This design comes from an exercise in tuning for small area on the open sky130 flow, not from production work. Only simulation tests tie the RTL to the original design; equivalence was not proved.

==> flow/design.v <==
module alu_nmux32 (
  input s,
  input [31:0] a,
  input [31:0] b,
  output [31:0] y
);
  assign y = ~(s ? a : b);
endmodule
module alu_unit (
  input clk,
  input [2:0] funct,
  input [31:0] x,
  input [31:0] y,
  input alt,
  output reg [31:0] out
);
  genvar i;
  wire sub    = ~funct[2] & (funct[1] | (~funct[0] & alt));  
  wire isadd  = ~funct[2] & ~funct[1] & ~funct[0];          
  wire islog  = funct[2] & funct[1];                         
  wire en_p   = (funct[2] & ~funct[0]) | isadd;                
  wire isshift = ~funct[1] & funct[0];                       
  wire isslt  = ~funct[2] & funct[1];
  wire [31:0] yb = y ^ {32{sub}};
  wire [31:0] p = x ^ yb;
  wire [31:0] g = x & yb;
  wire [7:0] gg, gp;
  genvar j;
  generate
    for (j = 0; j < 8; j = j + 1) begin : grp
      wire [3:0] pj = p[4*j+3:4*j];
      wire [3:0] gj = g[4*j+3:4*j];
      if (j == 0) begin : first
        wire g0 = gj[0] | (pj[0] & sub);
        assign gg[j] = gj[3] | (pj[3] & (gj[2] | (pj[2] & (gj[1] | (pj[1] & g0)))));
        assign gp[j] = 1'b0;
      end else begin : rest
        assign gg[j] = gj[3] | (pj[3] & (gj[2] | (pj[2] & (gj[1] | (pj[1] & gj[0])))));
        assign gp[j] = &pj;
      end
    end
  endgenerate
  reg [7:0] GG, GP;
  integer d, k;
  always @(*) begin
    GG = gg;
    GP = gp;
    for (d = 1; d < 8; d = d * 2)
      for (k = 2 * d - 1; k < 8; k = k + 2 * d) begin
        GG[k] = GG[k] | (GP[k] & GG[k - d]);
        GP[k] = GP[k] & GP[k - d];
      end
    for (d = 2; d >= 1; d = d / 2)
      for (k = 3 * d - 1; k < 8; k = k + 2 * d) begin
        GG[k] = GG[k] | (GP[k] & GG[k - d]);
        GP[k] = GP[k] & GP[k - d];
      end
  end
  wire [32:0] c;
  assign c[0] = sub;
  generate
    for (j = 0; j < 8; j = j + 1) begin : gc
      assign c[4*j+1] = g[4*j]   | (p[4*j]   & c[4*j]);
      assign c[4*j+2] = g[4*j+1] | (p[4*j+1] & c[4*j+1]);
      assign c[4*j+3] = g[4*j+2] | (p[4*j+2] & c[4*j+2]);
      assign c[4*j+4] = GG[j];
    end
  endgenerate
  wire [31:0] u = p & {32{en_p}};
  wire [31:0] v = (c[31:0] & {32{isadd}}) | (g & {32{islog}});
  wire [31:0] a = u ^ v;
  wire sltu = ~c[32];
  wire setbit = isslt & (sltu ^ (~funct[0] & (x[31] ^ y[31])));
  wire left = ~funct[2];
  wire fill = alt & x[31] & funct[2];
  wire nfill = ~fill;
  wire [31:0] xrev;
  generate
    for (i = 0; i < 32; i = i + 1) begin : rev
      assign xrev[i] = x[31-i];
    end
  endgenerate
  wire [31:0] xr, s0, s1, s2, s3, s4, sres;
  alu_nmux32 m0 (.s(left),  .a(xrev),                   .b(x),  .y(xr));   
  alu_nmux32 m1 (.s(y[0]),  .a({nfill, xr[31:1]}),      .b(xr), .y(s0));   
  alu_nmux32 m2 (.s(y[1]),  .a({{2{fill}}, s0[31:2]}),  .b(s0), .y(s1));   
  alu_nmux32 m3 (.s(y[2]),  .a({{4{nfill}}, s1[31:4]}), .b(s1), .y(s2));   
  alu_nmux32 m4 (.s(y[3]),  .a({{8{fill}}, s2[31:8]}),  .b(s2), .y(s3));   
  alu_nmux32 m5 (.s(y[4]),  .a({{16{nfill}}, s3[31:16]}), .b(s3), .y(s4));  
  wire [31:0] s4rev;
  generate
    for (i = 0; i < 32; i = i + 1) begin : rev2
      assign s4rev[i] = s4[31-i];
    end
  endgenerate
  alu_nmux32 m6 (.s(left), .a(s4rev), .b(s4), .y(sres));   
  wire [31:0] r = a | (~sres & {32{isshift}}) | {31'b0, setbit};
  always @(posedge clk) out <= r;
endmodule
==> flow/config.mk <==
export PLATFORM = sky130hd
export DESIGN_NAME = alu_unit
export DESIGN_NICKNAME = alu_unit
export VERILOG_FILES = /design/flow/design.v
export SDC_FILE = /design/flow/constraint.sdc
export NUM_CORES = 4
export LEC_CHECK = 0
export ABC_AREA = 1
export CAP_MARGIN = 20
export CORE_MARGIN = 2
export CORE_UTILIZATION = 70
export CTS_BUF_LIST = sky130_fd_sc_hd__clkbuf_4
export GPL_TIMING_DRIVEN = 0
export SLEW_MARGIN = 20
export SYNTH_HIERARCHICAL = 1
export SYNTH_MINIMUM_KEEP_SIZE = 0
==> flow/constraint.sdc <==
create_clock -name core_clock -period 5.0 [get_ports {clk}]
set_input_delay 1.0000 -clock core_clock [delete_from_list [all_inputs] [get_ports {clk}]]
set_output_delay 1.0000 -clock core_clock [all_outputs]
set_load 0.01 [all_outputs]
standard.sh (not shown) runs the stock make flow with config.mk's settings and CLKGATE_MAP_FILE= SYNTH_SCRIPT=/design/flow/synth_recipe.tcl, a recipe that flattens the netlist after the stock synthesis.
==> flow/flow/run.sh <==
#!/bin/bash
# Own layout flow: the standard ORFS flow (the standard.sh), except that
#  - synthesis maps the combinational logic with an area-oriented ABC script
#    (flow/abc_area.script: structural hashing + amap, which keeps the
#    RTL's adder structure) and does not pre-map full/half adders;
#  - port buffers are sky130_fd_sc_hd__buf_1 cells.
# Registers are mapped exactly as in the standard synthesis (dfflibmap runs
# before ABC), so their names and cell types are unchanged.
set -euo pipefail
WORK=$(pwd)
rm -rf "$WORK/scripts_area"
cp -r "$FLOW_HOME/scripts" "$WORK/scripts_area"
cp "$WORK/flow/abc_area.script" "$WORK/scripts_area/abc_area.script"
VARS=(SCRIPTS_DIR="$WORK/scripts_area" ABC_AREA=1 ADDER_MAP_FILE=
      "BUFFER_PORTS_ARGS=-buffer_cell sky130_fd_sc_hd__buf_1")
bash standard.sh "${VARS[@]}" synth > "$WORK/synth.log" 2>&1
bash standard.sh "${VARS[@]}" > "$WORK/layout.log" 2>&1
test -f "$WORK/out/final.def"
==> flow/flow/abc_area.script <==
strash
amap
topo
stime -c
The starting point went through all stages and came out clean.
Then changed:
Settings changed: CORE_UTILIZATION 70 to 65.
Outcome:
- cell area hardly moves
- sequential share of layout area hardly moves
- area after synthesis stays the same
- routed wire length drops by 0.68%
- die area climbs by 7.3%
- via count drops by 3.5%
- first-iteration DRC count drops by 38%

==> separate check: timing with driven ports <==
In the flow no input, the clock included, has a driving cell. The finished layouts below were timed again as built, in two steps. Step 1, drivers: a clkbuf_16 drives clk and a buf_2 each remaining input, both assumed. Step 2, shift: input delay + t, output delay - t, t = (earliest + latest rising clock arrival at the registers) / 2. This alone moves slack from input paths to output paths. a / b / c = ideal ports / drivers / drivers and shift; a / b = the first two.
| run | t, ns | setup slack, ns | hold WS [ns] | worst data-port slew with drivers (ns) | cell pins on the clock port's net |
|---|---|---|---|---|---|
| the first run | 0.371 | 0.256 / 0.266 / -0.106 | 1.048 / 1.040 / 1.412 | 0.05 | 1 |
| the second run | 0.384 | 0.334 / 0.340 / -0.044 | 1.036 / 1.030 / 1.414 | 0.04 | 1 |
Met with ideal ports but missed after step 2: setup timing in the first run and the second run. The setup slack of the second run, which loses most, moves by +0.006 ns with the drivers and by -0.378 ns with both steps.
